Source: an optimization exercise on an open RTL-to-GDS flow (aim: small area). Production flows keep margins and buffers that such runs may drop.
At most, simulation tests tie the RTL to the original design; equivalence was not proved.

cedar:
==> flow/design.v <==
`timescale 1ns/100ps
module UART_echo(
	input wire CLK100MHZ,
	input wire SW0, SW1, SW2,
	input wire RXD,
	output reg TXD
);
wire clk = CLK100MHZ;
wire reset = SW0;
wire isRx = SW1;
localparam [9:0] BT_P = 10'd737;
function [9:0] bt_next(input [9:0] s, input p);
	bt_next = {s[8:3], s[2] ^ p, s[1:0], s[9] ^ s[6]};
endfunction
function bt_pulse(input [9:0] s);    
	bt_pulse = s[9] & s[6] & s[5] & !s[4] & !s[3] & s[2] & !s[1] & s[0];
endfunction
localparam [3:0]
	R_INI   = 4'd4,
	R_START = 4'd5,
	R_RX0   = 4'd6,
	R_RX6   = 4'd12,
	R_STOP  = 4'd14,
	R_DONE  = 4'd15;
reg [3:0] rs;
reg [9:0] rc;
reg [7:0] cnt;
reg [7:0] D;
wire r_ini   = (rs == R_INI);
wire r_start = (rs == R_START);
wire r_rx    = (rs >= R_RX0) && (rs < R_STOP);
wire r_stop  = (rs == R_STOP);
wire r_done  = (rs == R_DONE);
wire ren_p   = bt_pulse(rc);
wire r_adv   = isRx && (r_ini ? !RXD : (r_done || ren_p));
wire [4:0] rs_inc = {1'b0, rs} + 5'd1;
always @(posedge clk, posedge reset)
	if (reset)
		rs <= R_INI;
	else if (r_adv)
		rs <= rs_inc[3:0] | {1'b0, rs_inc[4], 2'b00};
always @(posedge clk)
	if (r_ini)
		rc <= BT_P;
	else
		rc <= bt_next(rc, ren_p);
always @(posedge clk)
	if (isRx)
		cnt <= ren_p ? 8'd0 : {cnt[6:0], cnt[7] ^ cnt[5] ^ cnt[4] ^ cnt[3] ^ (cnt[6:0] == 7'd0)};
wire sample = isRx && r_rx && !ren_p && (cnt == 8'd202);
wire shift = isRx && ren_p && (rs >= R_START) && (rs <= R_RX6);
always @(posedge clk)
	if (shift)
		D <= {1'b0, D[7:1]};
	else if (sample)
		D[7] <= RXD;
reg [4:0] wrptr, rdptr, w0;
reg [3:0] ph;
wire lo_eq = (wrptr[3:0] == rdptr[3:0]);
wire empty = lo_eq && (wrptr[4] == rdptr[4]);
wire full  = lo_eq && (wrptr[4] != rdptr[4]);
localparam [3:0]
	T_B9  = 4'd3,
	T_END = 4'd5,
	T_INI = 4'd6;
reg [3:0] ts;
wire t_end = (ts == T_END);
wire t_ini = (ts == T_INI);
wire wenq = r_done && !full;
wire renq = t_end && !empty;
always @(posedge clk, posedge reset)
	if (reset) begin
		wrptr <= 5'd0;
		rdptr <= 5'd0;
		ph <= 4'd0;
	end else begin
		if (wenq) wrptr <= wrptr + 5'd1;
		if (renq) rdptr <= rdptr + 5'd1;
		ph <= ph + 4'd1;
	end
always @(posedge clk)
	if (isRx && r_stop && ren_p)
		w0 <= wrptr;
wire [4:0] nwr = wrptr - w0;
wire [3:0] off = ph - w0[3:0];
wire we = (r_done || r_ini || r_start) && ({1'b0, off} < nwr);
reg [15:0] ring [0:7];
integer b;
always @(posedge clk)
	for (b = 0; b < 8; b = b + 1)
		ring[b] <= {ring[b][14:0], we ? D[b] : ring[b][15]};
wire isTX = SW2 && !empty;
reg [9:0] tc;
wire ten = bt_pulse(tc);
always @(posedge clk, posedge reset)
	if (reset)
		tc <= BT_P;
	else if (isTX)
		tc <= bt_next(tc, ten);
wire t_adv = isTX && (t_ini || t_end || ten);
wire [4:0] ts_inc = {1'b0, ts} + 5'd1;
always @(posedge clk, posedge reset)
	if (reset)
		ts <= T_INI;
	else if (t_adv)
		ts <= ts_inc[3:0] | {2'b00, ts_inc[4], ts_inc[4]};
reg nextbit;
reg [7:0] tap;
always @* for (b = 0; b < 8; b = b + 1) tap[b] = ring[b][15];
always @(posedge clk)
	if (t_ini)
		nextbit <= 1'b0;
	else if (ts == T_B9)
		nextbit <= 1'b1;
	else if (ts[3] && ph == rdptr[3:0])
		nextbit <= tap[ts[2:0]];
always @(posedge clk, posedge reset)
	if (reset)
		TXD <= 1'b1;
	else if (isTX && ten && !t_ini && !t_end)
		TXD <= nextbit;
endmodule
`timescale 1ns/100ps
`timescale 1ns/100ps
`timescale 1ns/100ps
clock: 10.0 ns
lec_check: 0
cap_margin: 20
core_margin: 2
core_utilization: 40
cts_buf_list: sky130_fd_sc_hd__clkbuf_8
slew_margin: 20
run.sh (not shown) runs the stock make flow with config.mk's settings and CLKGATE_MAP_FILE= SYNTH_SCRIPT=/design/flow/synth_recipe.tcl, a recipe that flattens the netlist after the stock synthesis.
> inputs changed (cedar -> maple)
diff --git a/flow/design.v b/flow/design.v
--- a/flow/design.v
+++ b/flow/design.v
@@ -51,42 +51,37 @@
 wire shift = isRx && ren_p && (rs >= R_START) && (rs <= R_RX6);
 always @(posedge clk)
 	if (shift)
 		D <= {1'b0, D[7:1]};
 	else if (sample)
 		D[7] <= RXD;
-reg [4:0] wrptr, rdptr, w0;
-reg [3:0] ph;
-wire lo_eq = (wrptr[3:0] == rdptr[3:0]);
-wire empty = lo_eq && (wrptr[4] == rdptr[4]);
-wire full  = lo_eq && (wrptr[4] != rdptr[4]);
+reg [4:0] depth, m;
+reg [3:0] j;
+wire empty = (depth == 5'd0);
+wire full  = depth[4];
 localparam [3:0]
 	T_B9  = 4'd3,
 	T_END = 4'd5,
 	T_INI = 4'd6;
 reg [3:0] ts;
 wire t_end = (ts == T_END);
 wire t_ini = (ts == T_INI);
 wire wenq = r_done && !full;
 wire renq = t_end && !empty;
 always @(posedge clk, posedge reset)
 	if (reset) begin
-		wrptr <= 5'd0;
-		rdptr <= 5'd0;
-		ph <= 4'd0;
+		depth <= 5'd0;
+		j <= 4'd0;
 	end else begin
-		if (wenq) wrptr <= wrptr + 5'd1;
-		if (renq) rdptr <= rdptr + 5'd1;
-		ph <= ph + 4'd1;
+		depth <= depth + {4'd0, wenq} - {4'd0, renq};
+		j <= j + {3'd0, !renq};
 	end
+wire [4:0] m_base = (isRx && r_stop && ren_p) ? depth : m;
 always @(posedge clk)
-	if (isRx && r_stop && ren_p)
-		w0 <= wrptr;
-wire [4:0] nwr = wrptr - w0;
-wire [3:0] off = ph - w0[3:0];
-wire we = (r_done || r_ini || r_start) && ({1'b0, off} < nwr);
+	m <= m_base - {4'd0, renq && (m_base != 5'd0)};
+wire we = (r_done || r_ini || r_start) && ({1'b0, j} >= m);
 reg [15:0] ring [0:7];
 integer b;
 always @(posedge clk)
 	for (b = 0; b < 8; b = b + 1)
 		ring[b] <= {ring[b][14:0], we ? D[b] : ring[b][15]};
 wire isTX = SW2 && !empty;
@@ -109,13 +104,13 @@
 always @* for (b = 0; b < 8; b = b + 1) tap[b] = ring[b][15];
 always @(posedge clk)
 	if (t_ini)
 		nextbit <= 1'b0;
 	else if (ts == T_B9)
 		nextbit <= 1'b1;
-	else if (ts[3] && ph == rdptr[3:0])
+	else if (ts[3] && j == 4'd0)
 		nextbit <= tap[ts[2:0]];
 always @(posedge clk, posedge reset)
 	if (reset)
 		TXD <= 1'b1;
 	else if (isTX && ten && !t_ini && !t_end)
 		TXD <= nextbit;
==> comparison <==
- maple ended with every stage complete and zero timing, DRC or antenna violations.
- maple vs cedar: count of standard-cell rows down by a few percent
- Summary — starting density of the core, maple relative to cedar: lower, by 0.20 points.
- maple: simple-gate share of the synthesized area is 1.4 points higher than what cedar reported.
- The delay of the slowest critical-path stage in maple was higher than what cedar gave.
- maple packs its core tighter than cedar.
- NOTE total detailed-routing wirelength cedar->maple decreased by a few percent
- For die area, dividing the value from cedar by the value from maple gives 1.05.
- Delta (maple minus cedar): via count decreased 5.0%, flip-flop and latch count decreased 5, proportion of layout cells with a drive suffix above 1 decreased 3.1 points.
No functional check of the RTL was part of cedar.

==> what the ideal ports hide <==
The flow's constraints put no driver on any port. The routed layouts listed below were extracted and timed again, unchanged, in two steps. Step 1 sets driving cells, clkbuf_16 on the clock port and buf_2 on the other inputs (assumed; they add their load-dependent delay and slew). Step 2 times the ports against the registers' clock, not the clock port: input delays grow and output delays shrink by t, the midpoint of the rising clock arrivals with the driver on. a / b / c = no drivers / after step 1 / after step 2; a / b = the first two.
run | t (ns) | slack for setup (ns) | hold slack, ns | worst setup path at the end
cedar | 0.471 | 6.390 / 6.402 / 5.931 | 0.319 / 0.319 / 0.319 | input to register
maple | 0.477 | 6.103 / 6.116 / 5.638 | 0.329 / 0.329 / 0.329 | input to register
After both steps setup and hold are still met in every run listed. The setup slack of maple, which loses most, moves by +0.013 ns with the drivers and by -0.465 ns with both steps.
